What follows belongs to an exercise in optimizing a design on an open flow for small area, a short achievable clock period and few clock cycles per item; a production flow would make more cautious choices. Only simulation tests tie the RTL to the original design; equivalence was not proved. Power figures rest on the tool's default switching activity, not on a simulated workload.

==> flow/design.v <==
`timescale 1ns / 1ps
module simon2share(clk, data_ina, data_inb, data_rdy, cipher_out, Done, Trig);
input clk;
input data_ina, data_inb;
input [1:0] data_rdy;
output [127:0] cipher_out;
output reg Done, Trig;
reg [1:0] rdy_r;       
reg ina_r, inb_r;      
reg [7:0] counter;     
reg [6:0] ptcnt;       
always @(posedge clk) begin
	rdy_r <= data_rdy;
	ina_r <= data_ina;
	inb_r <= data_inb;
end
wire idle  = (rdy_r == 2'd0);
wire ld_pt = (rdy_r == 2'd1);
wire ld_k  = (rdy_r == 2'd2);
wire run   = (rdy_r == 2'd3);
wire [7:0] counter_next = idle ? 8'd0 : (run ? counter + 8'd1 : counter);
wire [6:0] ptcnt_next   = ld_k ? 7'd0 : (ld_pt ? ptcnt + 7'd1 : ptcnt);
always @(posedge clk) begin
	counter <= counter_next;
	ptcnt   <= ptcnt_next;
end
wire n_pt  = (data_rdy == 2'd1);
wire n_k   = (data_rdy == 2'd2);
wire n_run = (data_rdy == 2'd3);
wire n_ph  = counter_next[0];
wire n_A   = n_run && !n_ph;                        
wire n_B   = n_run && n_ph;                         
wire n_H   = !(n_run || n_pt);                      
wire n_yl  = n_pt && (ptcnt_next[6] == 1'b0 || ptcnt_next[5:0] == 6'd0);   
wire n_YE  = n_A || n_yl;                           
wire n_KE  = n_k || n_B;                            
reg sA_a, sB_a, sS_a, sH_a;        
reg sA_bn, sB_bn, sS_bn, sH_bn;    
reg yE, yH;                        
reg kS, kU, kH;                    
always @(posedge clk) begin
	sA_a <= n_A;   sB_a <= n_B;   sS_a <= n_pt;  sH_a <= n_H;
	yE <= n_YE;    yH <= !n_YE;
	kS <= n_k;     kU <= n_B;     kH <= !n_KE;
	sA_bn <= !n_A;  sB_bn <= !n_B;  sS_bn <= !n_pt; sH_bn <= !n_H;
end
wire [0:127] Z = {68'b10101111011100000011010010011000101000010001111110010110110011101011, 60'd0};
reg zr;
always @(posedge clk)
	zr <= Z[counter[7:1]];
always @(posedge clk) begin
	Trig <= (counter_next == 8'd1);
	Done <= n_run && run && (counter == 8'd135);
end
reg [7:0] oe_n;
always @(posedge clk) begin
	oe_n[0] <= !(n_run && run && (counter == 8'd135));
	oe_n[1] <= !(n_run && run && (counter[0:0] == 1'd1) && (counter[7:1] == 7'd67));
	oe_n[2] <= !(n_run && run && (counter[1:0] == 2'd3) && (counter[7:2] == 6'd33));
	oe_n[3] <= !(n_run && run && (counter[2:0] == 3'd7) && (counter[7:3] == 5'd16));
	oe_n[4] <= !(n_run && run && (counter[3:0] == 4'd7) && (counter[7:4] == 4'd8));
	oe_n[5] <= !(n_run && run && (counter[4:0] == 5'd7) && (counter[7:5] == 3'd4));
	oe_n[6] <= !(n_run && run && (counter[5:0] == 6'd7) && (counter[7:6] == 2'd2));
	oe_n[7] <= !(n_run && run && (counter[6:0] == 7'd7) && (counter[7:7] == 1'd1));
end
reg [63:0] Xa, Ya, Xb, Yb;
wire [63:0] Xa1 = {Xa[62:0], Xa[63]};
wire [63:0] Xa2 = {Xa[61:0], Xa[63:62]};
wire [63:0] Xa8 = {Xa[55:0], Xa[63:56]};
wire [63:0] Xb1 = {Xb[62:0], Xb[63]};
wire [63:0] Xb2 = {Xb[61:0], Xb[63:62]};
wire [63:0] Xb8 = {Xb[55:0], Xb[63:56]};
wire [63:0] Ya1 = {Ya[62:0], Ya[63]};
wire [63:0] Ya8 = {Ya[55:0], Ya[63:56]};
wire [63:0] Yb1 = {Yb[62:0], Yb[63]};
wire [63:0] Yb8 = {Yb[55:0], Yb[63:56]};
reg [63:0] KXa, KXb, KYa, KYb;
wire [63:0] sa1 = Ya ^ Xa2 ^ (Xa1 & Xa8);
wire [63:0] sb1 = Yb ^ Xb2 ^ (Xb1 & Xb8);
wire [63:0] sa2 = Xa ^ KYa ^ (Ya1 & Yb8);
wire [63:0] sb2 = Xb ^ KYb ^ (Yb1 & Ya8);
always @(posedge clk) begin
	Xa <= ({64{sA_a}} & sa1) | ({64{sB_a}} & sa2) | ({64{sS_a}} & {ina_r, Xa[63:1]}) | ({64{sH_a}} & Xa);
	Xb <= ({64{!sA_bn}} & sb1) | ({64{!sB_bn}} & sb2) | ({64{!sS_bn}} & {inb_r, Xb[63:1]}) | ({64{!sH_bn}} & Xb);
	Ya <= ({64{yE}} & Xa) | ({64{yH}} & Ya);
	Yb <= ({64{yE}} & Xb) | ({64{yH}} & Yb);
end
wire [63:0] c = 64'hfffffffffffffffc;
wire [63:0] kxa_upd = c ^ {63'd0, zr} ^ KYa ^ {KXa[2:0], KXa[63:3]} ^ {KXa[3:0], KXa[63:4]};
wire [63:0] kxb_upd = KYb ^ {KXb[2:0], KXb[63:3]} ^ {KXb[3:0], KXb[63:4]};
always @(posedge clk) begin
	KXa <= ({64{kS}} & {ina_r, KXa[63:1]})   | ({64{kU}} & kxa_upd) | ({64{kH}} & KXa);
	KYa <= ({64{kS}} & {KXa[0], KYa[63:1]})  | ({64{kU}} & KXa)     | ({64{kH}} & KYa);
	KXb <= ({64{kS}} & {inb_r, KXb[63:1]})   | ({64{kU}} & kxb_upd) | ({64{kH}} & KXb);
	KYb <= ({64{kS}} & {KXb[0], KYb[63:1]})  | ({64{kU}} & KXb)     | ({64{kH}} & KYb);
end
wire [127:0] xy_a = {Xa, Ya};
wire [127:0] xy_b = {Xb, Yb};
wire [127:0] gate_n = {{16{oe_n[7]}}, {16{oe_n[6]}}, {16{oe_n[5]}}, {16{oe_n[4]}},
                       {16{oe_n[3]}}, {16{oe_n[2]}}, {16{oe_n[1]}}, {16{oe_n[0]}}};
assign cipher_out = ~gate_n & (xy_a ^ xy_b);
endmodule
==> flow/flow/run.sh <==
#!/bin/bash
# Standard ORFS layout (the standard.sh, standard synthesis unchanged) with three changes:
#  - port buffers are plain buf_2 cells instead of the delay cells buffer_ports picks by default;
#  - timing repair after CTS may change a cell's footprint (so it can resize those buffers);
#  - after the placement-stage repair_design, flow/split_out.tcl gives each state register
#    that feeds cipher_out a private net to its output gate (its other loads move behind a buffer).
# The make output goes to standard.log; each ORFS step keeps its own log under orfs/logs.
set -uo pipefail
here=$(pwd)
bash standard.sh \
  MATCH_CELL_FOOTPRINT=0 \
  "BUFFER_PORTS_ARGS=-buffer_cell sky130_fd_sc_hd__buf_2" \
  POST_RESIZE_TCL=$here/flow/split_out.tcl \
  finish > standard.log 2>&1
==> flow/flow/split_out.tcl <==
# Give each state register that feeds cipher_out a private path to its output
# gate: every other load of the register's net is moved behind a new buffer.
proc reaches_cipher_out {pin depth} {
  set cell [get_cells -of_objects $pin]
  foreach op [get_pins -quiet -of_objects $cell -filter "direction==output"] {
    set net [get_nets -quiet -of_objects $op]
    if {$net eq ""} { continue }
    foreach port [get_ports -quiet -of_objects $net] {
      if {[string match "cipher_out*" [get_full_name $port]]} { return 1 }
    }
    if {$depth > 0} {
      foreach p [get_pins -quiet -of_objects $net -filter "direction==input"] {
        if {[reaches_cipher_out $p [expr {$depth - 1}]]} { return 1 }
      }
    }
  }
  return 0
}
set n_split 0
foreach net [get_nets -quiet {Xa[*] Xb[*] Ya[*] Yb[*]}] {
  set keep {}
  set move {}
  foreach p [get_pins -quiet -of_objects $net -filter "direction==input"] {
    if {[reaches_cipher_out $p 2]} { lappend keep $p } else { lappend move $p }
  }
  if {[llength $keep] > 0 && [llength $move] > 1} {
    insert_buffer -buffer_cell sky130_fd_sc_hd__buf_1 -net $net -load_pins $move
    incr n_split
  }
}
puts "split_out: buffered the internal loads of $n_split output-feeding registers"
==> flow/standard.sh <==
#!/bin/bash
# synth_recipe.tcl (not shown) runs the flow's synth.tcl, then flattens the netlist and writes it again
# the make line also repeats each setting of config.mk as NAME=value (left out here)
make -C /OpenROAD-flow-scripts/flow DESIGN_CONFIG=/design/flow/config.mk WORK_HOME=/design/flow/orfs CLKGATE_MAP_FILE= SYNTH_SCRIPT=/design/flow/synth_recipe.tcl "${@:-finish}"
==> flow/config.mk <==
export PLATFORM = sky130hd
export DESIGN_NAME = simon2share
export DESIGN_NICKNAME = simon2share
export VERILOG_FILES = /design/flow/design.v
export SDC_FILE = /design/flow/constraint.sdc
export NUM_CORES = 4
export LEC_CHECK = 0
export CAP_MARGIN = 20
export CORE_MARGIN = 2
export CORE_UTILIZATION = 65
export CTS_CLUSTER_DIAMETER = 80
export CTS_CLUSTER_SIZE = 24
export PLACE_DENSITY = 0.72
export SETUP_SLACK_MARGIN = 1.85
export SLEW_MARGIN = 20
==> flow/constraint.sdc <==
create_clock -name core_clock -period 4.2 [get_ports {clk}]
set_input_delay 0.8400 -clock core_clock [delete_from_list [all_inputs] [get_ports {clk}]]
set_output_delay 0.8400 -clock core_clock [all_outputs]
set_load 0.01 [all_outputs]
==> results of run 1 <==
sequential cells by signal (all words and copies together) (netlist names), 2 cells and up:
name and cells:
oe_n 8, KYb 64, KYa 64, Xa 64, Xb 64, KXb 64
Ya 64, KXa 64, ptcnt 7, rdy_r 2, Yb 64, counter 8
how the worst max path moves through the flow:
stage,to,slack [ns],cells after the start
final,cipher_out[40],1.88,3
after global routing,cipher_out[1],1.85,3
after CTS,cipher_out[1],1.85,3
after detailed placement,oe_n[2]$_DFF_P_,1.61,3
after global placement,oe_n[2]$_DFF_P_,1.65,3
after floorplan,zr$_DFF_P_,2.11,6
through the flow:
step	setup WS, ns	hold slack [ns]	instances	instance area (um2)	util
global placement	1.653	0.4504	3663	29620	0.6683
floorplan	2.113	0.4285	3242	29260	-
global route	1.846	0.3138	3970	31690	0.7150
finish	1.881	0.3312	3970	31690	0.7150
detailed placement	1.612	0.4943	3919	30580	0.6900
CTS	1.852	0.3145	3970	31620	0.7134
critical path: stages (launching register included):
cell and delay, ns:
dfxtp_1 0.48, xnor2_1 0.18, nor2_1 0.06, buf_2 0.14
power by group through the flow:
stage	Clock (uW)	Combinational, uW	Sequential (uW)
finish	3500	14700	10500
global route	3690	15800	10800
global placement	0	10800	12600
detailed placement	0	14200	10500
floorplan	0	11200	9680
CTS	3510	14300	10400
layout by cell type, fill, tap and decap left out, types with 3 or more instances in the layout:
cell type    n
xnor2_1    702
dfxtp_1    530
nand2_1    401
a222oi_1   320
inv_1      266
buf_1      256
xor2_1     192
nor2_1     135
buf_2      134
a22o_1     128
o221ai_1    65
a22oi_1     64
clkbuf_16   32
nand3_1     15
buf_4       15
dfxtp_2     12
dfxtp_4     12
o21ai_0      8
xnor2_2      7
mux2i_1      6
ha_1         6
inv_6        6
and3_1       4
inv_2        3
a21oi_1      3
nor4_1       3
a32o_1       3
o22ai_1      3
or3_1        3
buf_12       3
cell families (layout without fill, tap and decap cells):
group,Yosys count,after routing
compound gates,604,604
fa+ha+maj,6,6
buf+inv,592,728
flops,554,554
simple gates,576,576
xor+xnor,901,901
mux,9,9
final cells by class:
| cell class | instances | share of cell area |
|---|---|---|
| sequential | 554 | 0.3519 |
| inverter | 269 | 0.03186 |
| multi-input combinational | 2096 | 0.5038 |
| tap | 592 | 0.02338 |
| clock buffer | 34 | 0.02582 |
| clock inverter | 17 | 0.006278 |
| timing repair buffer | 408 | 0.05694 |
metal layers:
layer,GRT usage,up-vias,share of wire
met2,0.5730,1659,0.45
met3,0.07074,269,0.12
li1,-,11460,-
met5,0,-,0.00020
met4,0.1436,2,0.042
met1,0.4943,12330,0.39
timing repair:
action	CTS	global route
hold buffers	0	0
endpoints found under the setup margin	132	43
cloned	0	0
pin swaps	0	1
resized for setup	12	17
==> reports/metrics.cfg, run 1 <==
[run_status]
status=timing/DRC/antenna clean

[finish]
diodes=0
drive_gt1_frac=0.07223
regArea_um2=11150
fill_cells=3536
syn2layout_area_growth_pct=8.309
nets=3371
multiInputGateArea_um2=15970

[yosys]
synthTopCellsByCount=709 x xnor2_1, 554 x dfxtp_1, 401 x nand2_1
synth_adder_area_share=0.002566
synth-seq-cells=554
synth_top_family_by_area=XOR/XNOR gates
synth_ff_type=dfxtp_1
ys_seq_area_frac=0.3791
yosysMostFrequentCell=xnor2_1
avgSynthCellArea_um2=9.024
synth-compound-area-share=0.1904
synthMuxAreaShare=0.003977
synth-simple-area-share=0.07702
synth_nets=3253
synth_top_cell_area_share=0.3791
synthXorXnorAreaFrac=0.2697
syn_area_um2=29260
async_reset_ff_frac=0
ys_warn_count=1
synth_cell_types=48
synth_top_cell_by_area=dfxtp_1
synth.area.top_cells=dfxtp_1 38%, xnor2_1 21%, a222oi_1 11%
synth_cells=3242
synth_edf_count=0

[flow_run]
cap_violations=0

[power_and_ir_drop]
p_clk_frac=0.122
pwr-share-comb=0.511
power_frac_seq=0.367
switching_share=0.4365
peakVddDrop_mv=0.5304
p_int_uw=16190
p_leak_uw=0.01325
power_density_nw_per_um2=906.7
total_power_uw=28730
p_switching_uw=12540

[placement]
dp_hpwl_um=62220
place.gp.congestion=0.8997
portBuffers=134

[drt]
vias=25710
viasPerCell=6.477
ant_nets=0
firstDrtPassIters=17
avgRoutedWirePerCell_um=22.16
drc_errors=0
drt_wl_total_um=87990
drtIter0Drc=4691

[die]
die-area_um2=46720
rows=77
top_level_ports=135
die_w_um=216.2
initial_core_util=0.6602
die_h_um=216.2
core_um2=44320

[sta]
setup_viol=0
hold_viol=0
post-route-period-util=0.5522
max_freq_mhz=431.2
drv_slew=0
rsz0062_at_grt=false
finalClockSkew_ns=0.01506
worst_slew_pin_slew_ns=1.057
slew_headroom=0.2955
min_period_ns=2.319
fin_setup_tns_ns=0

[global_routing]
antenna_found_initial=2
grt_pass1_wl_um=137900
grt_usage=0.3643
grt_remaining_overflow=0
grt_max_degree=108
grt_pass1_vias=24280

[min_path]
hp-start=data_inb
hp-class=primary input to flop
hold_path_depth=1
min_to=inb_r$_DFF_P_

[setup_path]
reg2reg_to=yH$_DFF_P_
end_kind=output port
cp_max_fo=2
reg2reg_from=rdy_r[0]$_DFF_P_
r2r_setup_slack_ns=2.03
worst_ep_arrival_time_ns=1.48
reg2regPathDepth=5
critPathKind=flop to output port
start_kind=flop
crit_start=Ya[40]$_DFF_P_
crit_required_ns=3.36

[clock_network]
cts.sinks=554
clockRootBuffer=clkbuf_16
clk_pin_slew_ns=0.10
clockBufferDepth=3
numCtsBuffers=31
worstSkewPairLatency_ns=0.62
cts_tree=yes
post-cts-setup-buffers=0
cts-htree-levels=1

Testbench counts, summed over its fixed seeds: cycles 202,240, encryptions 512.
==> inputs of run 2 (changes only) <==
==> flow/flow/run.sh (replaced) <==
#!/bin/bash
# Standard ORFS layout (the standard.sh, standard synthesis unchanged) with two changes:
#  - port buffers are plain buf_2 cells instead of the delay cells buffer_ports picks by default;
#  - timing repair after CTS may change a cell's footprint (so it can resize those buffers).
# The make output goes to standard.log; each ORFS step keeps its own log under orfs/logs.
set -uo pipefail
bash standard.sh \
  MATCH_CELL_FOOTPRINT=0 \
  "BUFFER_PORTS_ARGS=-buffer_cell sky130_fd_sc_hd__buf_2" \
  finish > standard.log 2>&1
--- a/flow/config.mk
+++ b/flow/config.mk
@@ -13,3 +13,3 @@
 export PLACE_DENSITY = 0.72
-export SETUP_SLACK_MARGIN = 1.85
+export SETUP_SLACK_MARGIN = 2.0
 export SLEW_MARGIN = 20
removed: flow/flow/split_out.tcl
==> reports/metrics.cfg, run 2 <==
[drt]
drc_errors=0  ; unchanged
firstDrtPassIters=13  ; was 17
avgRoutedWirePerCell_um=25.55  ; was 22.16 um
vias=27230  ; was 25710
ant_nets=0  ; unchanged
drt_wl_total_um=102000  ; was 87990 um
drtIter0Drc=5913  ; was 4691
viasPerCell=6.824  ; was 6.477

[yosys]
synth_nets=3253  ; unchanged
synth_top_cell_area_share=0.3791  ; unchanged
syn_area_um2=29260  ; unchanged
synth_cell_types=48  ; unchanged
synth-seq-cells=554  ; unchanged
synth_cells=3242  ; unchanged
yosysMostFrequentCell=xnor2_1  ; unchanged
synth_edf_count=0  ; unchanged
synthMuxAreaShare=0.003977  ; unchanged
synth_top_family_by_area=XOR/XNOR gates  ; unchanged
async_reset_ff_frac=0  ; unchanged
synth_ff_type=dfxtp_1  ; unchanged
synth-compound-area-share=0.1904  ; unchanged
synth-simple-area-share=0.07702  ; unchanged
synth_top_cell_by_area=dfxtp_1  ; unchanged
ys_seq_area_frac=0.3791  ; unchanged
synthTopCellsByCount=709 x xnor2_1, 554 x dfxtp_1, 401 x nand2_1  ; unchanged
avgSynthCellArea_um2=9.024  ; unchanged
ys_warn_count=1  ; unchanged
synth.area.top_cells=dfxtp_1 38%, xnor2_1 21%, a222oi_1 11%  ; unchanged
synthXorXnorAreaFrac=0.2697  ; unchanged
synth_adder_area_share=0.002566  ; unchanged

[sta]
hold_slack_ns=0.3259  ; was 0.3312 ns
setup_viol=0  ; unchanged
min_period_ns=2.362  ; was 2.319 ns
post-route-period-util=0.5624  ; was 0.5522
worst_slew_pin_slew_ns=1.084  ; was 1.057 ns
rsz0062_at_grt=true  ; was false
max_freq_mhz=423.4  ; was 431.2 MHz
finalClockSkew_ns=0.03104  ; was 0.01506 ns
slew_headroom=0.2773  ; was 0.2955
fin_setup_tns_ns=0  ; unchanged
drv_slew=0  ; unchanged
hold_viol=0  ; unchanged

[global_routing]
grt_pass1_vias=24880  ; was 24280
grt.met2_usage=0.6217  ; was 0.5730
grtUsageMet3=0.08561  ; was 0.07074
grt_pass1_wl_um=146600  ; was 137900 um
grt_max_degree=108  ; unchanged
met1_usage=0.5167  ; was 0.4943
busiest_layer=met2  ; unchanged
antenna_found_initial=3  ; was 2
grt_remaining_overflow=0  ; unchanged
grt_usage=0.3927  ; was 0.3643

[die]
rows=77  ; unchanged
die_w_um=216.2  ; unchanged
core_um2=44320  ; unchanged
initial_core_util=0.6602  ; unchanged
die-area_um2=46720  ; unchanged
die_h_um=216.2  ; unchanged
top_level_ports=135  ; unchanged

[placement]
place.gp.congestion=0.8997  ; unchanged
portBuffers=134  ; unchanged
dp_hpwl_um=55080  ; was 62220 um

[clock_network]
clk_pin_slew_ns=0.11  ; was 0.10 ns
cts_tree=yes  ; unchanged
clockBufferDepth=3  ; unchanged
hold_buffers=0  ; unchanged
clockRootBuffer=clkbuf_16  ; unchanged
cts-htree-levels=1  ; unchanged
cts.sinks=554  ; unchanged
worstSkewPairLatency_ns=0.65  ; was 0.62 ns
numCtsBuffers=31  ; unchanged

[power_and_ir_drop]
power_density_nw_per_um2=928.3  ; was 906.7 nW/um2
p_clk_frac=0.106  ; was 0.122
p_leak_uw=0.01510  ; was 0.01325 uW
p_switching_uw=14270  ; was 12540 uW
p_int_uw=18840  ; was 16190 uW
switching_share=0.4309  ; was 0.4365
power_frac_seq=0.366  ; was 0.367
peakVddDrop_mv=0.5839  ; was 0.5304 mV
pwr-share-comb=0.528  ; was 0.511

[run_status]
status=timing/DRC/antenna clean  ; unchanged

[finish]
final_common_cell=xnor2_1  ; unchanged
fill_cells=2682  ; was 3536
syn2layout_area_growth_pct=21.91  ; was 8.309%
drive_gt1_frac=0.2740  ; was 0.07223
final_cell_mix=588 x xnor2_1, 401 x nand2_1, 320 x a222oi_1, 279 x buf_4, 276 x dfxtp_1  ; was 702 x xnor2_1, 530 x dfxtp_1, 401 x nand2_1, 320 x a222oi_1, 266 x inv_1
nets=3390  ; was 3371

[flow_run]
cap_violations=0  ; unchanged

[min_path]
hp-class=primary input to flop  ; unchanged
min_to=ina_r$_DFF_P_  ; was inb_r$_DFF_P_
hold_path_depth=1  ; unchanged
hp-start=data_ina  ; was data_inb

[setup_path]
cpMaxStageDelayCell=dfxtp_4  ; was dfxtp_1
start_kind=flop  ; unchanged
crit_start=Ya[46]$_DFF_P_  ; was Ya[40]$_DFF_P_
crit_required_ns=3.36  ; about the same
critical_path.cell_chain=xnor2_2 > nor2_2 > buf_2  ; was xnor2_1 > nor2_1 > buf_2
end_kind=output port  ; unchanged
worst_ep_arrival_time_ns=1.52  ; was 1.48 ns
cp_max_fo=2  ; unchanged
reg2regPathDepth=3  ; was 5
reg2reg_to=KYa[47]$_DFF_P_  ; was yH$_DFF_P_
r2r_setup_slack_ns=2.02  ; was 2.03 ns
reg2reg_from=kU$_DFF_P_  ; was rdy_r[0]$_DFF_P_
critPathKind=flop to output port  ; unchanged
slowest_delay_ns=0.38  ; was 0.48 ns

[run 2: cell counts after synthesis]
No cell type changed its count.
[run 2: critical path: cells and delay by family, from the launching register on]
kind	cells	cell delay [ns]
flip-flops	1	0.38
XOR/XNOR	1	0.28
AND/OR/NAND/NOR	1	0.07
buffers and inverters	1	0.14
[run 2: layer usage]
layer | up-vias | part of all wire
met3 | 484 | 0.13
met4 | 0 | 0.068
met2 | 2087 | 0.44
met1 | 13140 | 0.36
li1 | 11520 | -
met5 | - | 0
[run 2: how the worst max path moves through the flow]
stage,end,slack (ns),depth (start not counted)
global placement,oe_n[2]$_DFF_P_,1.65,3
global route,cipher_out[46],1.70,3
CTS,cipher_out[64],1.92,3
finish,cipher_out[46],1.84,3
detailed placement,oe_n[2]$_DFF_P_,1.59,3
floorplan,zr$_DFF_P_,2.11,6
[run 2: cell families (layout without fill, tap and decap cells)]
group                    Yosys count  count (layout)
buffers and inverters            592             748
XOR/XNOR                         901             901
AND/OR/NAND/NOR                  576             576
flip-flops                       554             554
other                              0               1
AO/OA/AOI/OAI                    604             604
multiplexers                       9               9
adder cells (fa/ha/maj)            6               6
[run 2: final cells by class]
type,count,area [um2],area share
Antenna cell,1,2.502,0.00007016
Clock buffer,33,783.3,0.02196
Clock inverter,19,202.7,0.005683
Inverter,269,1010,0.02831
Multi-Input combinational cell,2096,17580,0.4928
Sequential cell,554,12110,0.3396
Tap cell,592,740.7,0.02077
Timing Repair Buffer,427,3239,0.09082
[run 2: what timing repair did]
| action | in CTS | in global routing |
|---|---|---|
| setup endpoints to repair | 139 | 131 |
| gates resized for setup | 643 | 174 |
| gates cloned | 0 | 0 |
| buffers inserted | 246 | 29 |
| pin swaps | 32 | 61 |
[run 2: through the flow]
stage          instance area (um2)  worst slack [ns]  total power (uW)  std cells    util
6_report                     35670             1.838             33110       3991  0.8048
5_1_grt                      35670             1.698             34420       3990  0.8048
4_1_cts                      34290             1.924             30770       3961  0.7737
3_5_place_dp                 29620             1.587             23770       3663  0.6683
3_3_place_gp                 29620             1.653             23440       3663  0.6683
2_1_floorplan                29260             2.113             20850       3242       -
[run 2: power groups by stage]
| stage | Sequential [uW] | Clock [uW] | Combinational, uW |
|---|---|---|---|
| CTS | 11600 | 3460 | 15800 |
| floorplan | 9680 | 0 | 11200 |
| global route | 12400 | 3690 | 18400 |
| finish | 12100 | 3510 | 17500 |
| global placement | 12600 | 0 | 10800 |
| detailed placement | 12700 | 0 | 11100 |
==> inputs of run 3 (changes only) <==
--- a/flow/config.mk
+++ b/flow/config.mk
@@ -13,3 +13,3 @@
 export PLACE_DENSITY = 0.72
-export SETUP_SLACK_MARGIN = 2.0
+export SETUP_SLACK_MARGIN = 1.85
 export SLEW_MARGIN = 20
==> reports/metrics.cfg, run 3 <==
[run_status]
status=timing/DRC/antenna clean  ; unchanged

[power_and_ir_drop]
p_leak_uw=0.01312  ; was 0.01510 uW
power_density_nw_per_um2=900.3  ; was 928.3 nW/um2
total_power_uw=28210  ; was 33110 uW
peakVddDrop_mv=0.5021  ; was 0.5839 mV

[clock_network]
numCtsBuffers=31  ; unchanged
cts-htree-levels=1  ; unchanged
clk_pin_slew_ns=0.09  ; was 0.11 ns
cts.sinks=554  ; unchanged
cts_tree=yes  ; unchanged
worstSkewPairLatency_ns=0.62  ; was 0.65 ns
clockBufferDepth=3  ; unchanged
clockRootBuffer=clkbuf_16  ; unchanged

[sta]
min_period_ns=2.331  ; was 2.362 ns
hold_slack_ns=0.3268  ; was 0.3259 ns
hold_viol=0  ; unchanged
setup_viol=0  ; unchanged
slew_headroom=0.3037  ; was 0.2773
post-route-period-util=0.5549  ; was 0.5624
rsz0062_at_grt=true  ; unchanged
worst_slew_pin_slew_ns=1.045  ; was 1.084 ns
max_freq_mhz=429.0  ; was 423.4 MHz
finalClockSkew_ns=0.02252  ; was 0.03104 ns
drv_slew=0  ; unchanged
fin_setup_tns_ns=0  ; unchanged

[placement]
place_area_um2=29620  ; unchanged
portBuffers=134  ; unchanged
place.gp.congestion=0.8997  ; unchanged
dp_hpwl_um=55080  ; unchanged

[global_routing]
antenna_found_initial=0  ; was 3
grt_pass1_wl_um=128700  ; was 146600 um
grt_usage=0.3358  ; was 0.3927
grt_pass1_vias=22630  ; was 24880
grt_remaining_overflow=0  ; unchanged
grt_max_degree=108  ; unchanged

[die]
rows=77  ; unchanged
top_level_ports=135  ; unchanged
die-area_um2=46720  ; unchanged
die_w_um=216.2  ; unchanged
die_h_um=216.2  ; unchanged
initial_core_util=0.6602  ; unchanged
core_um2=44320  ; unchanged

[flow_run]
cap_violations=0  ; unchanged

[yosys]
ys_warn_count=1  ; unchanged
synth_top_cell_by_area=dfxtp_1  ; unchanged
syn_area_um2=29260  ; unchanged
yosysMostFrequentCell=xnor2_1  ; unchanged
synth_cell_types=48  ; unchanged
synth_ff_type=dfxtp_1  ; unchanged
synth_edf_count=0  ; unchanged
synth-seq-cells=554  ; unchanged
synth.area.top_cells=dfxtp_1 38%, xnor2_1 21%, a222oi_1 11%  ; unchanged
synth_cells=3242  ; unchanged
synth_nets=3253  ; unchanged
avgSynthCellArea_um2=9.024  ; unchanged
async_reset_ff_frac=0  ; unchanged
ys_seq_area_frac=0.3791  ; unchanged
synth_top_cell_area_share=0.3791  ; unchanged
synthTopCellsByCount=709 x xnor2_1, 554 x dfxtp_1, 401 x nand2_1  ; unchanged

[drt]
firstDrtPassIters=15  ; was 13
ant_nets=0  ; unchanged
drc_errors=0  ; unchanged
vias=24300  ; was 27230
drt_wl_total_um=81930  ; was 102000 um
drtIter0Drc=4498  ; was 5913
avgRoutedWirePerCell_um=21.98  ; was 25.55 um
viasPerCell=6.519  ; was 6.824

[setup_path]
crit_required_ns=3.36  ; about the same
start_kind=flop  ; unchanged
cp_max_fo=8  ; was 2
worst_ep_arrival_time_ns=1.49  ; was 1.52 ns
end_kind=output port  ; unchanged
critPathKind=flop to output port  ; unchanged

[finish]
nets=3127  ; was 3390
diodes=0  ; was 1
drive_gt1_frac=0.1627  ; was 0.2740
final_cell_mix=696 x xnor2_1, 401 x nand2_1, 320 x a222oi_1, 283 x dfxtp_1, 266 x inv_1  ; was 588 x xnor2_1, 401 x nand2_1, 320 x a222oi_1, 279 x buf_4, 276 x dfxtp_1
final_common_cell=xnor2_1  ; unchanged
syn2layout_area_growth_pct=7.116  ; was 21.91%
post-route-util=0.7071  ; was 0.8048
fin_area_um2=31340  ; was 35670 um2

[min_path]
hp-class=primary input to flop  ; unchanged

==> run 3: layout make-up <==
type | instances | area, um2
fillers | 3491 | 12980
repair buffers | 164 | 933.4
flip-flops and latches | 554 | 11620
well taps | 592 | 740.7
inverters | 269 | 1010
clock buffers | 33 | 783.3
clock inverters | 19 | 202.7
multi-input cells | 2096 | 16050
==> run 3: metal layers <==
| metal | global-route usage | vias up | part of all wire |
|---|---|---|---|
| met1 | 0.4692 | 11820 | 0.42 |
| met4 | 0.1071 | 0 | 0.031 |
| met3 | 0.04519 | 161 | 0.092 |
| met5 | 0 | - | 0 |
| li1 | - | 10980 | - |
| met2 | 0.5387 | 1340 | 0.46 |
==> run 3: where the power goes <==
group,switching [uW],internal [uW]
combinational,4750,6820
clock,1920,1520
sequential,5290,7910
==> run 3: kinds of logic after synthesis <==
family          Yosys count  share of synthesized area
compound gates          604                     0.1904
xor+xnor                901                     0.2697
fa+ha+maj                 6                   0.002566
buf+inv                 592                    0.07719
flops                   554                     0.3791
mux                       9                   0.003977
simple gates            576                    0.07702
==> run 3: final timing paths <==
kind / startpoint / endpoint / slack [ns] / cells after the start
setup / recovery: Xb[5]$_DFF_P_ / cipher_out[69] / 1.87 / 3
hold / removal: data_ina / ina_r$_DFF_P_ / 0.33 / 1
setup reg to reg: counter[2]$_DFF_P_ / zr$_DFF_P_ / 1.95 / 5
hold reg to reg: counter[7]$_DFF_P_ / zr$_DFF_P_ / 0.52 / 1
==> run 3: timing repair <==
| item | CTS | global route |
|---|---|---|
| hold buffers | 0 | 0 |
| resized for setup | 239 | 112 |
| setup buffers | 0 | 12 |
| endpoints found under the setup margin | 132 | 103 |
| gates cloned | 0 | 0 |
| pin swaps | 0 | 3 |
==> run 3: worst max-delay path: stages (launching register included) <==
cell,delay [ns]
dfxtp_4,0.40
xnor2_1,0.26
nor2_1,0.07
buf_2,0.15
==> run 3: per-stage QoR <==
step                      setup WS (ns)  std cells
final                             1.869       3727
after global routing              1.839       3727
after CTS                         1.850       3715
after detailed placement          1.587       3663
after global placement            1.653       3663
after floorplan                   2.113       3242
==> inputs of run 4 (changes only) <==
--- a/flow/design.v
+++ b/flow/design.v
@@ -100,3 +100,3 @@
                        {16{oe_n[3]}}, {16{oe_n[2]}}, {16{oe_n[1]}}, {16{oe_n[0]}}};
-assign cipher_out = ~gate_n & (xy_a ^ xy_b);
+assign cipher_out = (xy_a & ~gate_n) ^ (xy_b & ~gate_n);
 endmodule
==> reports/metrics.cfg, run 4 <==
[placement]
dp_cells=3664  ; was 3663
place.gp.congestion=0.9048  ; was 0.8997
portBuffers=134  ; unchanged
place_area_um2=29620  ; about the same
dp_hpwl_um=54920  ; was 55080 um

[drt]
drc_errors=0  ; unchanged
viasPerCell=6.476  ; was 6.519
drt_wl_total_um=80410  ; was 81930 um
firstDrtPassIters=15  ; unchanged
avgRoutedWirePerCell_um=21.68  ; was 21.98 um
drtIter0Drc=4021  ; was 4498
ant_nets=0  ; unchanged
vias=24020  ; was 24300

[flow_run]
cap_violations=0  ; unchanged

[clock_network]
numCtsBuffers=29  ; was 31
cts-htree-levels=1  ; unchanged
hold_buffers=0  ; unchanged
post-cts-setup-buffers=0  ; unchanged
cts.sinks=554  ; unchanged
worstSkewPairLatency_ns=0.61  ; was 0.62 ns
clockBufferDepth=3  ; unchanged
clk_pin_slew_ns=0.10  ; was 0.09 ns
clockRootBuffer=clkbuf_16  ; unchanged
cts_tree=yes  ; unchanged

[die]
core_um2=44320  ; unchanged
initial_core_util=0.6598  ; was 0.6602
rows=77  ; unchanged
die_w_um=216.1  ; was 216.2 um
top_level_ports=135  ; unchanged
die-area_um2=46700  ; was 46720 um2
die_h_um=216.1  ; was 216.2 um

[yosys]
synth_ff_type=dfxtp_1  ; unchanged
synth_nets=3253  ; unchanged
synth_top_cell_area_share=0.3793  ; was 0.3791
synth-seq-cells=554  ; unchanged
synth.area.top_cells=dfxtp_1 38%, xnor2_1 21%, a222oi_1 11%  ; unchanged
synth_cell_types=45  ; was 48
avgSynthCellArea_um2=9.019  ; was 9.024 um2
yosysMostFrequentCell=xnor2_1  ; unchanged
synth_cells=3242  ; unchanged
async_reset_ff_frac=0  ; unchanged
syn_area_um2=29240  ; was 29260 um2
synth_top_cell_by_area=dfxtp_1  ; unchanged
synthTopCellsByCount=708 x xnor2_1, 554 x dfxtp_1, 402 x nand2_1  ; was 709 x xnor2_1, 554 x dfxtp_1, 401 x nand2_1
ys_seq_area_frac=0.3793  ; was 0.3791
synth_edf_count=0  ; unchanged
ys_warn_count=1  ; unchanged

[sta]
min_period_ns=2.335  ; was 2.331 ns
finalClockSkew_ns=0.02945  ; was 0.02252 ns
slew_headroom=0.2469  ; was 0.3037
rsz0062_at_grt=true  ; unchanged
hold_viol=0  ; unchanged
worst_slew_pin_slew_ns=1.130  ; was 1.045 ns
max_freq_mhz=428.3  ; was 429.0 MHz
fin_setup_tns_ns=0  ; unchanged
setup_viol=0  ; unchanged
hold_slack_ns=0.3268  ; about the same
drv_slew=0  ; unchanged
post-route-period-util=0.5560  ; was 0.5549

[setup_path]
worst_ep_arrival_time_ns=1.50  ; was 1.49 ns
slowest_delay_ns=0.53  ; was 0.40 ns
worst-path-buf-inv=1  ; unchanged
critPathKind=flop to output port  ; unchanged
cp_top_family=flip-flops  ; unchanged
cpMaxStageDelayCell=dfxtp_1  ; was dfxtp_4
crit_required_ns=3.36  ; about the same
end_kind=output port  ; unchanged
critical_path.cell_chain=xnor2_1 > nor2_1 > buf_2  ; unchanged
cp_max_fo=5  ; was 8
start_kind=flop  ; unchanged

[finish]
fin_cells=3709  ; was 3727
drive_gt1_frac=0.1514  ; was 0.1627
final_common_cell=xnor2_1  ; unchanged
fin_area_um2=31070  ; was 31340 um2
syn2layout_area_growth_pct=6.269  ; was 7.116%
diodes=0  ; unchanged
final_cell_mix=703 x xnor2_1, 402 x nand2_1, 320 x a222oi_1, 288 x dfxtp_1, 268 x inv_1  ; was 696 x xnor2_1, 401 x nand2_1, 320 x a222oi_1, 283 x dfxtp_1, 266 x inv_1
nets=3114  ; was 3127

[power_and_ir_drop]
p_leak_uw=0.01300  ; was 0.01312 uW
total_power_uw=27700  ; was 28210 uW
switching_share=0.4204  ; was 0.4239
p_switching_uw=11650  ; was 11960 uW
p_int_uw=16050  ; was 16250 uW
power_frac_seq=0.474  ; was 0.468
peakVddDrop_mv=0.4356  ; was 0.5021 mV
power_density_nw_per_um2=891.5  ; was 900.3 nW/um2
pwr-share-comb=0.408  ; was 0.410
p_clk_frac=0.118  ; was 0.122

[run_status]
status=timing/DRC/antenna clean  ; unchanged

[global_routing]
grt_max_degree=163  ; was 108
grt_remaining_overflow=0  ; unchanged
grt_usage=0.3315  ; was 0.3358
grt_pass1_vias=22520  ; was 22630
grt_pass1_wl_um=127000  ; was 128700 um
antenna_found_initial=0  ; unchanged

[min_path]
hp-class=primary input to flop  ; unchanged

## run 4: changes by cell type after synthesis, sizes merged, moves of 2 or more
cell	before	now
nand3	15	18
clkbuf	306	304
nor3b	2	0
o21ai	8	6
xor2	192	194
nor2	135	137
## run 4: repair_timing
action / in CTS / in global routing
resized for setup: 208 / 120
pin swaps: 0 / 0
endpoints found under the setup margin: 134 / 104
## run 4: metrics by stage
stage               setup slack, ns  utilization
floorplan                     2.247            -
global placement              1.631       0.6683
detailed placement            1.543       0.6683
CTS                           1.850       0.6950
global route                  1.823       0.7011
finish                        1.865       0.7011
## run 4: final timing paths
check | startpoint | slack, ns | end | cells past startpoint
setup reg to reg | counter[2]$_DFF_P_ | 1.92 | Trig$_DFF_P_ | 6
setup / recovery | Yb[11]$_DFF_P_ | 1.86 | cipher_out[11] | 3
hold / removal | data_ina | 0.33 | ina_r$_DFF_P_ | 1
hold reg to reg | counter[7]$_DFF_P_ | 0.50 | zr$_DFF_P_ | 1
## run 4: area by class of cell
| class | count | area, um2 |
|---|---|---|
| fillers | 3519 | 13250 |
| multi-input cells | 2098 | 15970 |
| flip-flops and latches | 554 | 11600 |
| repair buffers | 150 | 840.8 |
| inverters | 270 | 1013 |
| clock buffers | 36 | 782.0 |
| well taps | 592 | 740.7 |
| clock inverters | 9 | 126.4 |
## run 4: logic make-up after synthesis
group / synth area share
buffers and inverters: 0.07664
muxes: 0.003637
adders and majority gates: 0.002567
AOI/OAI and AO/OA: 0.1906
xor gates and xnor gates: 0.2702
and+or+nand+nor: 0.07707
DFF: 0.3793
## run 4: power groups by stage
stage / clock network, uW / logic [uW] / registers, uW
2_1_floorplan: 0 / 11200 / 9670
3_3_place_gp: 0 / 10800 / 12600
3_5_place_dp: 0 / 11000 / 12700
4_1_cts: 3310 / 11200 / 12800
5_1_grt: 3500 / 12400 / 13500
6_report: 3280 / 11300 / 13100
## run 4: metal layers
layer / GRT usage / share of wire / wire, um
met3: 0.04211 / 0.088 / 7075
met2: 0.5274 / 0.46 / 36850
met4: 0.1064 / 0.031 / 2478
met5: 0 / 0 / 0
met1: 0.4688 / 0.42 / 34010
Testbench counts of run 4, summed over its fixed seeds: cycles 202,240, encryptions 512.
==> inputs of run 5 (changes only) <==
--- a/flow/config.mk
+++ b/flow/config.mk
@@ -13,3 +13,3 @@
 export PLACE_DENSITY = 0.72
-export SETUP_SLACK_MARGIN = 1.85
+export SETUP_SLACK_MARGIN = 1.9
 export SLEW_MARGIN = 20
==> reports/metrics.cfg, run 5 <==
[yosys]
synth_cell_types=45  ; unchanged
synth_cells=3242  ; unchanged
synth.area.top_cells=dfxtp_1 38%, xnor2_1 21%, a222oi_1 11%  ; unchanged
synthTopCellsByCount=708 x xnor2_1, 554 x dfxtp_1, 402 x nand2_1  ; unchanged
synth_top_cell_by_area=dfxtp_1  ; unchanged
ys_seq_area_frac=0.3793  ; unchanged
synth_edf_count=0  ; unchanged
yosysMostFrequentCell=xnor2_1  ; unchanged
synth_nets=3253  ; unchanged
synth_top_cell_area_share=0.3793  ; unchanged
ys_warn_count=1  ; unchanged
avgSynthCellArea_um2=9.019  ; unchanged
synth_ff_type=dfxtp_1  ; unchanged
synth-seq-cells=554  ; unchanged
syn_area_um2=29240  ; unchanged
async_reset_ff_frac=0  ; unchanged

[setup_path]
end_kind=output port  ; unchanged
cp_max_fo=5  ; unchanged
worst_ep_arrival_time_ns=1.45  ; was 1.50 ns
start_kind=flop  ; unchanged
crit_required_ns=3.36  ; about the same
critPathKind=flop to output port  ; unchanged

[finish]
nets=3185  ; was 3114
fill_cells=3373  ; was 3519
post-route-util=0.7257  ; was 0.7011
final_cell_mix=665 x xnor2_1, 402 x nand2_1, 320 x a222oi_1, 277 x dfxtp_1, 268 x inv_1  ; was 703 x xnor2_1, 402 x nand2_1, 320 x a222oi_1, 288 x dfxtp_1, 268 x inv_1
syn2layout_area_growth_pct=9.992  ; was 6.269%
final_common_cell=xnor2_1  ; unchanged
drive_gt1_frac=0.1873  ; was 0.1514
diodes=0  ; unchanged

[sta]
hold_slack_ns=0.3235  ; was 0.3268 ns
drv_slew=0  ; unchanged
fin_setup_tns_ns=0  ; unchanged
rsz0062_at_grt=true  ; unchanged
post-route-period-util=0.5448  ; was 0.5560
max_freq_mhz=437.0  ; was 428.3 MHz
setup_viol=0  ; unchanged
min_period_ns=2.288  ; was 2.335 ns
hold_viol=0  ; unchanged
finalClockSkew_ns=0.02501  ; was 0.02945 ns
worst_slew_pin_slew_ns=1.116  ; was 1.130 ns
slew_headroom=0.2563  ; was 0.2469

[drt]
vias=24450  ; was 24020
viasPerCell=6.469  ; was 6.476
drc_errors=0  ; unchanged
drtIter0Drc=4144  ; was 4021
drt_wl_total_um=82140  ; was 80410 um
avgRoutedWirePerCell_um=21.73  ; was 21.68 um
firstDrtPassIters=13  ; was 15
ant_nets=0  ; unchanged

[clock_network]
cts-htree-levels=1  ; unchanged
clk_pin_slew_ns=0.10  ; about the same
clockBufferDepth=3  ; unchanged
cts_tree=yes  ; unchanged
clockRootBuffer=clkbuf_16  ; unchanged
cts.sinks=554  ; unchanged
worstSkewPairLatency_ns=0.61  ; about the same
numCtsBuffers=29  ; unchanged

[global_routing]
grtUsageMet3=0.04211  ; unchanged
met1_usage=0.4730  ; was 0.4688
grt_usage=0.3337  ; was 0.3315
grt_remaining_overflow=0  ; unchanged
grt_max_degree=163  ; unchanged
antenna_found_initial=0  ; unchanged
busiest_layer=met2  ; unchanged
grt.met2_usage=0.5295  ; was 0.5274
grt_pass1_wl_um=127800  ; was 127000 um
grt_pass1_vias=22620  ; was 22520

[die]
initial_core_util=0.6598  ; unchanged
top_level_ports=135  ; unchanged
die_h_um=216.1  ; unchanged
die_w_um=216.1  ; unchanged
rows=77  ; unchanged
core_um2=44320  ; unchanged
die-area_um2=46700  ; unchanged

[placement]
dp_hpwl_um=54920  ; unchanged
place.gp.congestion=0.9048  ; unchanged
portBuffers=134  ; unchanged

[power_and_ir_drop]
switching_share=0.4152  ; was 0.4204
p_leak_uw=0.01356  ; was 0.01300 uW
p_clk_frac=0.115  ; was 0.118
power_frac_seq=0.459  ; was 0.474
pwr-share-comb=0.426  ; was 0.408
p_switching_uw=11900  ; was 11650 uW
p_int_uw=16770  ; was 16050 uW
power_density_nw_per_um2=891.5  ; about the same
peakVddDrop_mv=0.4390  ; was 0.4356 mV

[min_path]
hp-class=primary input to flop  ; unchanged

[flow_run]
cap_violations=0  ; unchanged

[run_status]
status=timing/DRC/antenna clean  ; unchanged

-- run 5: cell counts after synthesis --
Identical to the previous run, type by type.
-- run 5: kinds of logic after synthesis --
kind of cell             Yosys count  share of synthesized area
multiplexers                       8                   0.003637
flip-flops                       554                     0.3793
AO/OA/AOI/OAI                    604                     0.1906
buffers and inverters            590                    0.07664
AND/OR/NAND/NOR                  578                    0.07707
adder cells (fa/ha/maj)            6                   0.002567
XOR/XNOR                         902                     0.2702
-- run 5: worst paths after layout --
kind,slack (ns),depth (start not counted),endpoint,start
setup / recovery,1.91,3,cipher_out[53],Ya[53]$_DFF_P_
hold / removal,0.32,1,ina_r$_DFF_P_,data_ina
setup reg to reg,2.09,5,yH$_DFF_P_,rdy_r[0]$_DFF_P_
hold reg to reg,0.50,1,zr$_DFF_P_,counter[7]$_DFF_P_
-- run 5: layout make-up --
class	count	area, um2	share of cell area
clock buffers	36	782.0	0.02432
well taps	592	740.7	0.02303
inverters	270	1013	0.03151
multi-input cells	2098	16280	0.5063
flip-flops and latches	554	11820	0.3676
repair buffers	221	1394	0.04334
clock inverters	9	126.4	0.003929
-- run 5: critical path, cell delays in order, from the launching register on --
cell     delay [ns]
dfxtp_2        0.38
xnor2_1        0.26
nor2_1         0.06
buf_2          0.14
-- run 5: routing by layer --
metal | share of wire | vias to the layer above
met1 | 0.42 | 11910
met3 | 0.088 | 139
met5 | 0 | -
met4 | 0.029 | 0
li1 | - | 11100
met2 | 0.46 | 1306
-- run 5: power groups by stage --
stage | registers (uW) | logic, uW | clock network, uW
after floorplan | 9670 | 11200 | 0
after global placement | 12600 | 10800 | 0
after detailed placement | 12700 | 11000 | 0
after CTS | 12900 | 11300 | 3300
after global routing | 13500 | 13300 | 3500
final | 13200 | 12200 | 3290
-- run 5: per-stage QoR --
stage | instances | power [uW] | setup WS [ns] | instance area, um2
floorplan | 3242 | 20830 | 2.247 | 29240
global placement | 3664 | 23380 | 1.631 | 29620
detailed placement | 3664 | 23700 | 1.543 | 29620
CTS | 3717 | 27550 | 1.900 | 31160
global route | 3780 | 30310 | 1.875 | 32160
finish | 3780 | 28670 | 1.912 | 32160
-- run 5: what timing repair did --
| action | in CTS | in global routing |
|---|---|---|
| setup buffers | 8 | 63 |
| resized for setup | 335 | 133 |
| endpoints found under the setup margin | 137 | 99 |
| hold buffers | 0 | 0 |
| pin swaps | 4 | 6 |
==> inputs of run 6 (changes only) <==
--- a/flow/config.mk
+++ b/flow/config.mk
@@ -9,7 +9,7 @@
 export CORE_MARGIN = 2
-export CORE_UTILIZATION = 65
+export CORE_UTILIZATION = 75
 export CTS_CLUSTER_DIAMETER = 80
 export CTS_CLUSTER_SIZE = 24
-export PLACE_DENSITY = 0.72
-export SETUP_SLACK_MARGIN = 1.9
+export PLACE_DENSITY = 0.8
+export SETUP_SLACK_MARGIN = 1.85
 export SLEW_MARGIN = 20
==> reports/metrics.cfg, run 6 <==
[yosys]
synthTopCellsByCount=708 x xnor2_1, 554 x dfxtp_1, 402 x nand2_1  ; unchanged
async_reset_ff_frac=0  ; unchanged
syn_area_um2=29240  ; unchanged
ys_seq_area_frac=0.3793  ; unchanged
synth_nets=3253  ; unchanged
synth_ff_type=dfxtp_1  ; unchanged
ys_warn_count=1  ; unchanged
synth_cell_types=45  ; unchanged
synth_edf_count=0  ; unchanged
avgSynthCellArea_um2=9.019  ; unchanged
synth.area.top_cells=dfxtp_1 38%, xnor2_1 21%, a222oi_1 11%  ; unchanged
synth_top_cell_by_area=dfxtp_1  ; unchanged
synth_cells=3242  ; unchanged
synth_top_cell_area_share=0.3793  ; unchanged
synth-seq-cells=554  ; unchanged
yosysMostFrequentCell=xnor2_1  ; unchanged

[power_and_ir_drop]
p_leak_uw=0.01304  ; was 0.01356 uW
pwr-share-comb=0.412  ; was 0.426
power_density_nw_per_um2=900.7  ; was 891.5 nW/um2
p_clk_frac=0.119  ; was 0.115
power_frac_seq=0.470  ; was 0.459
p_int_uw=16050  ; was 16770 uW
p_switching_uw=11890  ; was 11900 uW
peakVddDrop_mv=0.5255  ; was 0.4390 mV
switching_share=0.4255  ; was 0.4152

[global_routing]
grt_pass1_vias=22930  ; was 22620
grt_remaining_overflow=0  ; unchanged
grt_max_degree=91  ; was 163
grt_usage=0.3848  ; was 0.3337
antenna_found_initial=0  ; unchanged
grt_pass1_wl_um=127600  ; was 127800 um

[sta]
setup_viol=0  ; unchanged
drv_slew=0  ; unchanged
rsz0062_at_grt=false  ; was true
max_freq_mhz=425.4  ; was 437.0 MHz
slew_headroom=0.2927  ; was 0.2563
worst_slew_pin_slew_ns=1.061  ; was 1.116 ns
hold_viol=0  ; unchanged
fin_setup_tns_ns=0  ; unchanged
post-route-period-util=0.5597  ; was 0.5448
finalClockSkew_ns=0.02178  ; was 0.02501 ns
min_period_ns=2.351  ; was 2.288 ns
hold_slack_ns=0.3284  ; was 0.3235 ns

[placement]
portBuffers=134  ; unchanged
dp_hpwl_um=54510  ; was 54920 um
place.gp.congestion=0.9515  ; was 0.9048

[setup_path]
worst_ep_arrival_time_ns=1.51  ; was 1.45 ns
crit_required_ns=3.36  ; about the same
slowest_delay_ns=0.45  ; was 0.38 ns
cp_max_fo=8  ; was 5
start_kind=flop  ; unchanged
worst-path-buf-inv=1  ; unchanged
cpMaxStageDelayCell=dfxtp_2  ; unchanged
critPathKind=flop to output port  ; unchanged
critical_path.cell_chain=xnor2_1 > nor2_1 > buf_2  ; unchanged
end_kind=output port  ; unchanged
cp_top_family=flip-flops  ; unchanged

[drt]
drtIter0Drc=4335  ; was 4144
avgRoutedWirePerCell_um=22.39  ; was 21.73 um
viasPerCell=6.742  ; was 6.469
vias=24550  ; was 24450
ant_nets=0  ; unchanged
drc_errors=0  ; unchanged
drt_wl_total_um=81550  ; was 82140 um
firstDrtPassIters=20  ; was 13

[die]
core_um2=38560  ; was 44320 um2
die_h_um=201.5  ; was 216.1 um
top_level_ports=135  ; unchanged
rows=72  ; was 77
initial_core_util=0.7583  ; was 0.6598
die-area_um2=40580  ; was 46700 um2
die_w_um=201.5  ; was 216.1 um

[clock_network]
cts.sinks=554  ; unchanged
cts_tree=yes  ; unchanged
hold_buffers=0  ; unchanged
cts-htree-levels=1  ; unchanged
worstSkewPairLatency_ns=0.61  ; about the same
clockBufferDepth=3  ; unchanged
numCtsBuffers=30  ; was 29
clk_pin_slew_ns=0.09  ; was 0.10 ns
clockRootBuffer=clkbuf_16  ; unchanged

[run_status]
status=timing/DRC/antenna clean  ; unchanged

[min_path]
hp-class=primary input to flop  ; unchanged

[flow_run]
cap_violations=0  ; unchanged

[finish]
nets=3118  ; was 3185
drive_gt1_frac=0.1534  ; was 0.1873
final_common_cell=xnor2_1  ; unchanged
final_cell_mix=700 x xnor2_1, 402 x nand2_1, 320 x a222oi_1, 292 x dfxtp_1, 268 x inv_1  ; was 665 x xnor2_1, 402 x nand2_1, 320 x a222oi_1, 277 x dfxtp_1, 268 x inv_1
syn2layout_area_growth_pct=6.068  ; was 9.992%

## run 6: cell count changes in the layout (fill, tap and decap cells not counted), sizes merged
cell,delta
buf,-68
diode,+1
bufinv,-1
clkinv,+5
inv,-1
clkinvlp,+1
clkbuf,-1
## run 6: worst paths after layout
check / startpoint / endpoint / slack (ns) / cells after the start
worst max-delay path: Xb[1]$_DFF_P_ / cipher_out[65] / 1.85 / 3
worst min-delay path: data_ina / ina_r$_DFF_P_ / 0.33 / 1
worst max register to register: counter[0]$_DFF_P_ / Trig$_DFF_P_ / 1.99 / 6
worst min register to register: counter[7]$_DFF_P_ / zr$_DFF_P_ / 0.51 / 1
## run 6: timing repair
action	CTS	global route
setup buffers	0	2
endpoints found under the setup margin	128	118
resized for setup	185	127
pin swaps	0	1
## run 6: worst reg2reg max path, delay by kind of cell, from the launching register on
| family | cells | cell delay, ns |
|---|---|---|
| DFF | 1 | 0.52 |
| AOI/OAI and AO/OA | 1 | 0.25 |
| adders and majority gates | 2 | 0.95 |
| and+or+nand+nor | 3 | 0.41 |
## run 6: area by class of cell
class / count / area (um2)
diodes: 1 / 2.502
clock buffers: 35 / 810.8
clock inverters: 13 / 138.9
fillers: 2615 / 7543
inverters: 270 / 1016
multi-input cells: 2098 / 15970
flip-flops and latches: 554 / 11560
well taps: 518 / 648.1
repair buffers: 153 / 863.3
## run 6: logic make-up after synthesis
family / synth area share
AND/OR/NAND/NOR: 0.07707
multiplexers: 0.003637
flip-flops: 0.3793
buffers and inverters: 0.07664
XOR/XNOR: 0.2702
adder cells (fa/ha/maj): 0.002567
AO/OA/AOI/OAI: 0.1906
## run 6: per-layer routing
layer | vias to the layer above | global-route usage | part of all wire
met5 | - | 0 | 0
met4 | 0 | 0.1607 | 0.041
met3 | 227 | 0.05102 | 0.10
met2 | 1614 | 0.6206 | 0.46
met1 | 11740 | 0.5220 | 0.40
li1 | 10980 | - | -
## run 6: metrics by stage
step	worst slack, ns	cell area (um2)	std cells	power [uW]	utilization
floorplan	2.247	29240	3242	20830	-
global placement	1.487	29530	3591	23270	0.7660
detailed placement	1.878	29540	3591	23730	0.7662
CTS	1.795	30730	3639	27330	0.7971
global route	1.834	31010	3641	29430	0.8043
finish	1.849	31010	3642	27930	0.8044
## run 6: power by group through the flow
stage / clock [uW] / combinational [uW] / sequential, uW
floorplan: 0 / 11200 / 9670
global placement: 0 / 10700 / 12500
detailed placement: 0 / 11100 / 12600
CTS: 3330 / 11300 / 12700
global route: 3520 / 12500 / 13400
finish: 3320 / 11500 / 13100
==> inputs of run 7 (changes only) <==
--- a/flow/design.v
+++ b/flow/design.v
@@ -54,12 +54,20 @@
 end
-reg [7:0] oe_n;
+reg [7:0] oe_a, oe_bn;
 always @(posedge clk) begin
-	oe_n[0] <= !(n_run && run && (counter == 8'd135));
-	oe_n[1] <= !(n_run && run && (counter[0:0] == 1'd1) && (counter[7:1] == 7'd67));
-	oe_n[2] <= !(n_run && run && (counter[1:0] == 2'd3) && (counter[7:2] == 6'd33));
-	oe_n[3] <= !(n_run && run && (counter[2:0] == 3'd7) && (counter[7:3] == 5'd16));
-	oe_n[4] <= !(n_run && run && (counter[3:0] == 4'd7) && (counter[7:4] == 4'd8));
-	oe_n[5] <= !(n_run && run && (counter[4:0] == 5'd7) && (counter[7:5] == 3'd4));
-	oe_n[6] <= !(n_run && run && (counter[5:0] == 6'd7) && (counter[7:6] == 2'd2));
-	oe_n[7] <= !(n_run && run && (counter[6:0] == 7'd7) && (counter[7:7] == 1'd1));
+	oe_a[0]  <= n_run && run && (counter == 8'd135);
+	oe_a[1]  <= n_run && run && (counter[0:0] == 1'd1) && (counter[7:1] == 7'd67);
+	oe_a[2]  <= n_run && run && (counter[1:0] == 2'd3) && (counter[7:2] == 6'd33);
+	oe_a[3]  <= n_run && run && (counter[2:0] == 3'd7) && (counter[7:3] == 5'd16);
+	oe_a[4]  <= n_run && run && (counter[3:0] == 4'd7) && (counter[7:4] == 4'd8);
+	oe_a[5]  <= n_run && run && (counter[4:0] == 5'd7) && (counter[7:5] == 3'd4);
+	oe_a[6]  <= n_run && run && (counter[5:0] == 6'd7) && (counter[7:6] == 2'd2);
+	oe_a[7]  <= n_run && run && (counter[6:0] == 7'd7) && (counter[7:7] == 1'd1);
+	oe_bn[0] <= !(n_run && run && (counter == 8'd135));
+	oe_bn[1] <= !(n_run && run && (counter[0:0] == 1'd1) && (counter[7:1] == 7'd67));
+	oe_bn[2] <= !(n_run && run && (counter[1:0] == 2'd3) && (counter[7:2] == 6'd33));
+	oe_bn[3] <= !(n_run && run && (counter[2:0] == 3'd7) && (counter[7:3] == 5'd16));
+	oe_bn[4] <= !(n_run && run && (counter[3:0] == 4'd7) && (counter[7:4] == 4'd8));
+	oe_bn[5] <= !(n_run && run && (counter[4:0] == 5'd7) && (counter[7:5] == 3'd4));
+	oe_bn[6] <= !(n_run && run && (counter[5:0] == 6'd7) && (counter[7:6] == 2'd2));
+	oe_bn[7] <= !(n_run && run && (counter[6:0] == 7'd7) && (counter[7:7] == 1'd1));
 end
@@ -98,5 +106,7 @@
 wire [127:0] xy_b = {Xb, Yb};
-wire [127:0] gate_n = {{16{oe_n[7]}}, {16{oe_n[6]}}, {16{oe_n[5]}}, {16{oe_n[4]}},
-                       {16{oe_n[3]}}, {16{oe_n[2]}}, {16{oe_n[1]}}, {16{oe_n[0]}}};
-assign cipher_out = (xy_a & ~gate_n) ^ (xy_b & ~gate_n);
+wire [127:0] gate_a  = {{16{oe_a[7]}}, {16{oe_a[6]}}, {16{oe_a[5]}}, {16{oe_a[4]}},
+                        {16{oe_a[3]}}, {16{oe_a[2]}}, {16{oe_a[1]}}, {16{oe_a[0]}}};
+wire [127:0] gate_bn = {{16{oe_bn[7]}}, {16{oe_bn[6]}}, {16{oe_bn[5]}}, {16{oe_bn[4]}},
+                        {16{oe_bn[3]}}, {16{oe_bn[2]}}, {16{oe_bn[1]}}, {16{oe_bn[0]}}};
+assign cipher_out = (xy_a & gate_a) ^ (xy_b & ~gate_bn);
 endmodule
--- a/flow/config.mk
+++ b/flow/config.mk
@@ -9,6 +9,6 @@
 export CORE_MARGIN = 2
-export CORE_UTILIZATION = 75
+export CORE_UTILIZATION = 65
 export CTS_CLUSTER_DIAMETER = 80
 export CTS_CLUSTER_SIZE = 24
-export PLACE_DENSITY = 0.8
+export PLACE_DENSITY = 0.72
 export SETUP_SLACK_MARGIN = 1.85
==> reports/metrics.cfg, run 7 <==
[die]
core_um2=46360  ; was 38560 um2
die_h_um=220.2  ; was 201.5 um
rows=79  ; was 72
die-area_um2=48490  ; was 40580 um2
initial_core_util=0.6555  ; was 0.7583
die_w_um=220.2  ; was 201.5 um
top_level_ports=135  ; unchanged

[drt]
vias=25590  ; was 24550
viasPerCell=6.498  ; was 6.742
avgRoutedWirePerCell_um=22.39  ; about the same
ant_nets=0  ; unchanged
drtIter0Drc=4120  ; was 4335
drc_errors=0  ; unchanged
drt_wl_total_um=88170  ; was 81550 um
firstDrtPassIters=17  ; was 20

[clock_network]
numCtsBuffers=34  ; was 30
clk_pin_slew_ns=0.09  ; about the same
worstSkewPairLatency_ns=0.57  ; was 0.61 ns
cts_tree=yes  ; unchanged
cts-htree-levels=2  ; was 1
clockRootBuffer=clkbuf_16  ; unchanged
clockBufferDepth=3  ; unchanged
cts.sinks=561  ; was 554

[yosys]
synth_top_cell_by_area=dfxtp_1  ; unchanged
synth_edf_count=0  ; unchanged
synth_nets=3417  ; was 3253
synth_cells=3405  ; was 3242
synth_cell_types=57  ; was 45
synth_top_cell_area_share=0.3696  ; was 0.3793
syn_area_um2=30390  ; was 29240 um2
synth_ff_type=dfxtp_1  ; unchanged
ys_seq_area_frac=0.3696  ; was 0.3793
avgSynthCellArea_um2=8.924  ; was 9.019 um2
synthTopCellsByCount=709 x xnor2_1, 561 x dfxtp_1, 527 x nand2_1  ; was 708 x xnor2_1, 554 x dfxtp_1, 402 x nand2_1
yosysMostFrequentCell=xnor2_1  ; unchanged
synth-seq-cells=561  ; was 554
ys_warn_count=1  ; unchanged
synth.area.top_cells=dfxtp_1 37%, xnor2_1 20%, a222oi_1 11%  ; was dfxtp_1 38%, xnor2_1 21%, a222oi_1 11%
async_reset_ff_frac=0  ; unchanged

[run_status]
status=timing/DRC/antenna clean  ; unchanged

[sta]
rsz0062_at_grt=true  ; was false
fin_setup_tns_ns=0  ; unchanged
hold_viol=0  ; unchanged
worst_slew_pin_slew_ns=1.093  ; was 1.061 ns
max_freq_mhz=405.9  ; was 425.4 MHz
drv_slew=0  ; unchanged
hold_slack_ns=0.3632  ; was 0.3284 ns
setup_viol=0  ; unchanged
post-route-period-util=0.5866  ; was 0.5597
slew_headroom=0.2716  ; was 0.2927
finalClockSkew_ns=0.01880  ; was 0.02178 ns
min_period_ns=2.464  ; was 2.351 ns

[finish]
fin_area_um2=33570  ; was 31010 um2
final_cell_mix=682 x xnor2_1, 517 x nand2_1, 320 x a222oi_1, 294 x dfxtp_1, 265 x inv_1  ; was 700 x xnor2_1, 402 x nand2_1, 320 x a222oi_1, 292 x dfxtp_1, 268 x inv_1
drive_gt1_frac=0.1957  ; was 0.1534
diodes=0  ; was 1
syn2layout_area_growth_pct=10.48  ; was 6.068%
nets=3323  ; was 3118
final_common_cell=xnor2_1  ; unchanged
fill_cells=3485  ; was 2615

[setup_path]
cp_max_fo=8  ; unchanged
critical_path.cell_chain=buf_12 > nor2b_2 > xnor2_1 > buf_2  ; was xnor2_1 > nor2_1 > buf_2
critPathKind=flop to output port  ; unchanged
end_kind=output port  ; unchanged
slowest_delay_ns=0.42  ; was 0.45 ns
cpMaxStageDelayCell=dfxtp_4  ; was dfxtp_2
crit_required_ns=3.36  ; about the same
start_kind=flop  ; unchanged
worst_ep_arrival_time_ns=1.62  ; was 1.51 ns

[power_and_ir_drop]
total_power_uw=27410  ; was 27930 uW
p_leak_uw=0.01406  ; was 0.01304 uW
power_density_nw_per_um2=816.5  ; was 900.7 nW/um2
peakVddDrop_mv=0.5606  ; was 0.5255 mV

[global_routing]
grt_remaining_overflow=0  ; unchanged
grt_max_degree=88  ; was 91
busiest_layer=met2  ; unchanged
grt_usage=0.3447  ; was 0.3848
met1_usage=0.4645  ; was 0.5220
grtUsageMet3=0.05512  ; was 0.05102
grt.met2_usage=0.5460  ; was 0.6206
antenna_found_initial=1  ; was 0
grt_pass1_wl_um=133600  ; was 127600 um
grt_pass1_vias=23700  ; was 22930

[placement]
portBuffers=134  ; unchanged
place.gp.congestion=0.9164  ; was 0.9515
place_area_um2=30690  ; was 29540 um2
dp_hpwl_um=58370  ; was 54510 um

[min_path]
hp-class=primary input to flop  ; unchanged

[flow_run]
cap_violations=0  ; unchanged

==> run 7: final cells by class <==
cell class / count / area (um2) / area share
Multi-Input combinational cell: 2237 / 17410 / 0.5185
Sequential cell: 561 / 11890 / 0.3541
Tap cell: 607 / 759.5 / 0.02262
Clock buffer: 39 / 900.9 / 0.02683
Timing Repair Buffer: 203 / 1404 / 0.04182
Inverter: 274 / 1031 / 0.03071
Clock inverter: 17 / 181.4 / 0.005404
==> run 7: report_power, final <==
| part | leakage, uW | internal, uW | total (uW) | switching, uW |
|---|---|---|---|---|
| clock network | 0.000523 | 1670 | 3660 | 1990 |
| logic | 0.00878 | 6360 | 10700 | 4390 |
| registers | 0.00476 | 8030 | 13000 | 4990 |
==> run 7: layer usage <==
layer | routed length [um] | up-vias
li1 | - | 11550
met1 | 35720 | 12300
met2 | 40200 | 1469
met3 | 8014 | 270
met4 | 4215 | 2
met5 | 13 | -
==> run 7: path summary, 6_finish.rpt <==
path / end / startpoint / cells past startpoint / slack, ns
setup / recovery: cipher_out[90] / oe_bn[5]$_DFF_P_ / 4 / 1.74
hold / removal: ina_r$_DFF_P_ / data_ina / 1 / 0.36
setup reg to reg: Trig$_DFF_P_ / counter[0]$_DFF_P_ / 5 / 1.98
hold reg to reg: ptcnt[6]$_DFF_P_ / ptcnt[6]$_DFF_P_ / 2 / 0.52
==> run 7: kinds of logic (layout without fill, tap and decap cells) <==
family	Yosys count	in the layout	synth area share
buffers and inverters	607	533	0.07762
xor gates and xnor gates	904	904	0.2606
AOI/OAI and AO/OA	612	612	0.1852
and+or+nand+nor	711	711	0.1032
adders and majority gates	7	7	0.002882
muxes	3	3	0.0009883
DFF	561	561	0.3696
==> run 7: through the flow <==
step,cells,setup WS (ns),util
after floorplan,3405,2.169,-
after global placement,3830,1.802,0.6620
after detailed placement,3830,1.758,0.6621
after CTS,3898,1.760,0.7037
after global routing,3938,1.696,0.7242
final,3938,1.736,0.7242
==> run 7: worst max-delay path: cells and delay by family (launching register included) <==
family,cells,cell delay (ns)
XOR/XNOR,1,0.13
AND/OR/NAND/NOR,1,0.16
flip-flops,1,0.42
buffers and inverters,2,0.32
==> run 7: repair_timing <==
item	in CTS	in global routing
hold buffers	0	0
pin swaps	8	28
buffers inserted	12	40
gates resized for setup	376	183
endpoints found under the setup margin	137	119
Testbench counts of run 7, summed over its fixed seeds: cycles 202,240, encryptions 512.

==> re-timing with driven ports <==
In the flow no input, the clock included, has a driving cell. The finished layouts below were timed again as built, in two steps. Step 1, drivers: a clkbuf_16 drives clk and a buf_2 each remaining input, both assumed. Step 2 moves the port delays by t, midway between the first and last clock arrival at a register: inputs arrive t later, outputs are due t later. That takes back most of the time a late clock gives input paths. a / b / c = ideal ports / drivers / drivers and shift; a / b = the first two.
run	t (ns)	slack for setup (ns)	hold slack, ns
run 1	0.673	1.881 / 1.819 / 1.902	0.331 / 0.296 / 0.513
run 2	0.688	1.838 / 1.777 / 1.904	0.326 / 0.286 / 0.512
run 3	0.671	1.869 / 1.809 / 1.919	0.327 / 0.287 / 0.518
run 4	0.655	1.865 / 1.805 / 1.922	0.327 / 0.289 / 0.502
run 5	0.657	1.912 / 1.854 / 1.933	0.324 / 0.288 / 0.500
run 6	0.665	1.849 / 1.789 / 1.991	0.328 / 0.292 / 0.509
run 7	0.624	1.736 / 1.674 / 1.889	0.363 / 0.323 / 0.517
After both steps setup and hold are still met in every run listed.
